Context: an optimization exercise on an open-source flow, tuned for small area and a short achievable clock period. The choices shown serve that exercise and are no tape-out recipe.
The RTL was checked by simulation tests, not by an equivalence proof against the original design.

// winograd_top
module winograd_top(clk, rst_n, in_valid,
    inp10, inp11, inp12, inp13, inp20, inp21, inp22, inp23,
    inp30, inp31, inp32, inp33, inp40, inp41, inp42, inp43,
    ker10, ker11, ker12, ker20, ker21, ker22, ker30, ker31, ker32,
    out_valid, out10, out11, out20, out21);
    input clk, rst_n, in_valid;
    input [7:0] inp10, inp11, inp12, inp13;
    input [7:0] inp20, inp21, inp22, inp23;
    input [7:0] inp30, inp31, inp32, inp33;
    input [7:0] inp40, inp41, inp42, inp43;
    input [7:0] ker10, ker11, ker12;
    input [7:0] ker20, ker21, ker22;
    input [7:0] ker30, ker31, ker32;
    output out_valid;
    output [7:0] out10, out11, out20, out21;
    reg [3:1] vld;
    always @(posedge clk) begin
        if (rst_n == 1'b0)
            vld <= {3{1'b0}};
        else
            vld <= {vld[2:1], in_valid};
    end
    assign out_valid = vld[3];
    winograd core(clk, inp10, inp11, inp12, inp13, inp20, inp21, inp22, inp23,
                  inp30, inp31, inp32, inp33, inp40, inp41, inp42, inp43,
                  ker10, ker11, ker12, ker20, ker21, ker22, ker30, ker31, ker32,
                  out10, out11, out20, out21);
endmodule
Size: about 2,300 cells after synthesis, ~380 flip-flops.
clock: 15.5 ns
lec_check: 0
cap_margin: 20
core_margin: 2
core_utilization: 40
slew_margin: 20
synth_hierarchical: 1
standard.sh (not shown) runs the stock make flow with config.mk's settings and CLKGATE_MAP_FILE= SYNTH_SCRIPT=/design/flow/synth_recipe.tcl, a recipe that flattens the netlist after the stock synthesis.
==> flow/flow/run.sh <==
#!/bin/bash
# Own layout flow: the standard flow (standard.sh) with two changes:
#  - the port buffers use a small buffer cell (buf_2) instead of the default choice;
#  - timing repair aims for 10.7 ns of setup slack, i.e. it works on every path
#    longer than 4.8 ns (the clock period stays 15.5 ns).
export BUFFER_PORTS_ARGS="-buffer_cell sky130_fd_sc_hd__buf_2"
export SETUP_SLACK_MARGIN=10.7
bash standard.sh > standard.log 2>&1
The starting point completed without violations.
Change:
--- a/flow/flow/run.sh
+++ b/flow/flow/run.sh
@@ -4,2 +4,2 @@
-#  - timing repair aims for 10.7 ns of setup slack, i.e. it works on every path
-#    longer than 4.8 ns (the clock period stays 15.5 ns).
+#  - timing repair aims for 11.0 ns of setup slack, i.e. it works on every path
+#    longer than 4.5 ns (the clock period stays 15.5 ns).
@@ -7 +7 @@
-export SETUP_SLACK_MARGIN=10.7
+export SETUP_SLACK_MARGIN=11.0
Settings changed: CTS_CLUSTER_DIAMETER from default to 100, CTS_CLUSTER_SIZE from default to 30.
What happened: The new run passed the timing, design-rule and antenna checks. Hold slack gets better by 14 ps. Fmax goes up by a few percent.
Change:
Settings changed: CORE_UTILIZATION 40 to 70, CTS_CLUSTER_SIZE 30 to 25.
Final cell count decreases by roughly a tenth.
Via count increases by a few percent.
Sequential share of layout area increases by 0.69 points.
Change:
--- a/flow/flow/run.sh
+++ b/flow/flow/run.sh
@@ -3 +3 @@
-#  - the port buffers use a small buffer cell (buf_2) instead of the default choice;
+#  - the port buffers use a small buffer cell (buf_1) instead of the default choice;
@@ -6 +6 @@
-export BUFFER_PORTS_ARGS="-buffer_cell sky130_fd_sc_hd__buf_2"
+export BUFFER_PORTS_ARGS="-buffer_cell sky130_fd_sc_hd__buf_1"
Settings changed: CORE_UTILIZATION 70 to 60.
=>
- wire length rose slightly
- count of clock-buffer cells in the layout rose by 3
- clock skew hardly moves
Change:
--- a/flow/flow/run.sh
+++ b/flow/flow/run.sh
@@ -3 +3 @@
-#  - the port buffers use a small buffer cell (buf_1) instead of the default choice;
+#  - the port buffers use a small buffer cell (buf_2) instead of the default choice;
@@ -6 +6 @@
-export BUFFER_PORTS_ARGS="-buffer_cell sky130_fd_sc_hd__buf_1"
+export BUFFER_PORTS_ARGS="-buffer_cell sky130_fd_sc_hd__buf_2"
Settings changed: CORE_UTILIZATION 60 to 40, CTS_CLUSTER_DIAMETER 100 to default, CTS_CLUSTER_SIZE 25 to default.
After rerunning: Clock skew rises by 9.9 ps. Via count increases by 0.98%. Non-clock buffer count went up by 11. Sequential share of layout area falls by 1.4 points. Synthesized area does not change. Design area rose by about 6%. Setup slack got worse by 20 ps. Synthesized cell count does not change. Hold slack degrades by 8.8 ps. Utilization falls by 20 points.

---

## north
Starting RTL as in the previous note.
==> flow/config.mk <==
export PLATFORM = sky130hd
export DESIGN_NAME = winograd_top
export DESIGN_NICKNAME = winograd_top
export VERILOG_FILES = /design/flow/design.v
export SDC_FILE = /design/flow/constraint.sdc
export NUM_CORES = 4
export LEC_CHECK = 0
export CAP_MARGIN = 20
export CORE_MARGIN = 2
export CORE_UTILIZATION = 60
export CTS_CLUSTER_DIAMETER = 100
export CTS_CLUSTER_SIZE = 25
export GPL_TIMING_DRIVEN = 1
export SLEW_MARGIN = 20
export SYNTH_HIERARCHICAL = 1
==> flow/constraint.sdc <==
create_clock -name core_clock -period 15.5 [get_ports {clk}]
set_input_delay 3.1000 -clock core_clock [delete_from_list [all_inputs] [get_ports {clk}]]
set_output_delay 3.1000 -clock core_clock [all_outputs]
set_load 0.01 [all_outputs]
==> flow/flow/run.sh <==
#!/bin/bash
# Own layout flow: the standard flow (standard.sh) with two changes:
#  - the port buffers use a small buffer cell (buf_2) instead of the default choice;
#  - timing repair aims for 11.0 ns of setup slack, i.e. it works on every path
#    longer than 4.5 ns (the clock period stays 15.5 ns).
export BUFFER_PORTS_ARGS="-buffer_cell sky130_fd_sc_hd__buf_2"
export SETUP_SLACK_MARGIN=11.0
bash standard.sh > standard.log 2>&1
The inputs of south differ from those of north as listed below.
==> flow/flow/run.sh <==
#!/bin/bash
# Own layout flow: the standard flow (standard.sh) with two changes:
#  - the port buffers use a small buffer cell (buf_2) instead of the default choice;
#  - timing repair aims for 11.2 ns of setup slack, i.e. it works on every path
#    longer than 4.3 ns (the clock period stays 15.5 ns).
export BUFFER_PORTS_ARGS="-buffer_cell sky130_fd_sc_hd__buf_2"
export SETUP_SLACK_MARGIN=11.2
bash standard.sh > standard.log 2>&1
--- a/flow/config.mk
+++ b/flow/config.mk
@@ -8,8 +8,5 @@
 export CAP_MARGIN = 20
 export CORE_MARGIN = 2
-export CORE_UTILIZATION = 60
-export CTS_CLUSTER_DIAMETER = 100
-export CTS_CLUSTER_SIZE = 25
-export GPL_TIMING_DRIVEN = 1
+export CORE_UTILIZATION = 40
 export SLEW_MARGIN = 20
 export SYNTH_HIERARCHICAL = 1
- Antenna diode count for south is higher than for north.
- The higher routing usage on met2 came out of north.
- When south is set beside north, its sequential cell area share turns out to be 1.6 points smaller.
- south: total global routing track utilization is 9.7 points lower than what north reported.
- Against north, south comes in 2.7 points lower on share of the final layout cell area in multi-input gates.
- Of the two values seen for critical path capture point, core.r2_n1290 was produced by south and core.r2_n1865 by north.
- In the metrics for south and north, the one carrying the higher clock buffer count is south.
- The cell area of south exceeds that of north by about 7%.
The following lists how east was set up differently from south:
==> flow/flow/run.sh <==
#!/bin/bash
# Own layout flow: the standard flow (standard.sh) with two changes:
#  - the port buffers use a small buffer cell (buf_2) instead of the default choice;
#  - timing repair aims for 11.15 ns of setup slack, i.e. it works on every path
#    longer than 4.35 ns (the clock period stays 15.5 ns).
export BUFFER_PORTS_ARGS="-buffer_cell sky130_fd_sc_hd__buf_2"
export SETUP_SLACK_MARGIN=11.15
bash standard.sh > standard.log 2>&1
--- a/flow/config.mk
+++ b/flow/config.mk
@@ -8,5 +8,7 @@
 export CAP_MARGIN = 20
 export CORE_MARGIN = 2
-export CORE_UTILIZATION = 40
+export CORE_UTILIZATION = 60
+export CTS_CLUSTER_DIAMETER = 100
+export CTS_CLUSTER_SIZE = 25
 export SLEW_MARGIN = 20
 export SYNTH_HIERARCHICAL = 1
## What came out
- Max core box area across east and south: south
- Wire length of the first global-routing pass of east falls short of that of south by a few percent.
- Compared with south, east shows a lower final wirelength.
- east: maximum frequency lower than south
- east: routed length per placed instance is about 7% higher than what south reported.
Modified inputs, west compared to east
==> flow/flow/run.sh <==
#!/bin/bash
# Own layout flow: the standard flow (standard.sh) with two changes:
#  - the port buffers use a small buffer cell (buf_2) instead of the default choice;
#  - timing repair aims for 11.0 ns of setup slack, i.e. it works on every path
#    longer than 4.5 ns (the clock period stays 15.5 ns).
export BUFFER_PORTS_ARGS="-buffer_cell sky130_fd_sc_hd__buf_2"
export SETUP_SLACK_MARGIN=11.0
bash standard.sh > standard.log 2>&1
--- a/flow/config.mk
+++ b/flow/config.mk
@@ -8,7 +8,7 @@
 export CAP_MARGIN = 20
 export CORE_MARGIN = 2
-export CORE_UTILIZATION = 60
+export CORE_UTILIZATION = 50
 export CTS_CLUSTER_DIAMETER = 100
-export CTS_CLUSTER_SIZE = 25
+export CTS_CLUSTER_SIZE = 30
 export SLEW_MARGIN = 20
 export SYNTH_HIERARCHICAL = 1
## What came out
Delta (west minus east): register cell area after layout went down, first-pass GRT wire length saw little to no change, HPWL reported at the end of detailed placement went up. [compare] base=east new=west: met3 wire length -about 20%, per-cell via count in the routed design went down by about 4%. In summary, west completed successfully, with a layout that passed the timing, design-rule and antenna checks. Taking east as the reference, in west worst hold slack saw an increase, proportion of cell area spent on the clock network saw an increase, core utilization saw a decrease.

---

Starting RTL as in the previous note.
clock: 15.5 ns
lec_check: 0
cap_margin: 20
core_margin: 2
core_utilization: 40
slew_margin: 20
synth_hierarchical: 1
==> flow/flow/run.sh <==
#!/bin/bash
# Own layout flow: the standard flow (standard.sh) unchanged, except that
# the port buffers use a small buffer cell (buf_2) instead of the default choice.
export BUFFER_PORTS_ARGS="-buffer_cell sky130_fd_sc_hd__buf_2"
bash standard.sh > standard.log 2>&1
The starting point produced a clean layout.
Then changed:
==> flow/flow/run.sh (replaced) <==
#!/bin/bash
# Own layout flow: the standard flow (standard.sh) with two changes:
#  - the port buffers use a small buffer cell (buf_2) instead of the default choice;
#  - timing repair aims for 11.4 ns of setup slack, i.e. it works on every path
#    longer than 4.1 ns (the clock period stays 15.5 ns).
export BUFFER_PORTS_ARGS="-buffer_cell sky130_fd_sc_hd__buf_2"
export SETUP_SLACK_MARGIN=11.4
bash standard.sh > standard.log 2>&1
Result: The changed run finished clean. Area after synthesis stays the same. Design area is higher by 8.5%.

-- re-timing with driven ports --
In the flow no input, the clock included, has a driving cell. The finished layouts below were timed again as built, in two steps. Step 1, drivers: a clkbuf_16 drives clk and a buf_2 each remaining input, both assumed. Step 2 adds t to the input delays and takes it off the output delays; t is the mean of the earliest and latest rising clock arrival at the registers after step 1. Input paths then give back, and output paths get back, about the clock's delay inside the block. Three values: ideal, step 1, step 2; two values: the first two.
| run | t, ns | setup slack, ns | worst data-port slew with drivers (ns) |
|---|---|---|---|
| the first run of note 1 | 0.649 | 10.792 / 10.792 / 10.412 | 0.06 |
| the second run of note 1 | 0.643 | 11.037 / 11.037 / 10.500 | 0.09 |
| the third run of note 1 | 0.611 | 11.056 / 11.056 / 10.530 | 0.07 |
| the fourth run of note 1 | 0.609 | 11.052 / 11.052 / 10.484 | 0.07 |
| the fifth run of note 1 | 0.641 | 11.032 / 11.032 / 10.488 | 0.08 |
| north | 0.618 | 11.041 / 11.041 / 10.514 | 0.05 |
| south | 0.645 | 11.121 / 11.121 / 10.574 | 0.11 |
| east | 0.615 | 11.091 / 11.091 / 10.555 | 0.09 |
| west | 0.635 | 11.062 / 11.062 / 10.492 | 0.07 |
| the first run of note 3 | 0.648 | 10.585 / 10.585 / 10.415 | 0.06 |
| the second run of note 3 | 0.651 | 11.061 / 11.061 / 10.546 | 0.11 |
After both steps every run listed still meets setup and hold. For west, which loses most, drivers alone change the setup slack by 0.000 ns; drivers and shift together by -0.570 ns.
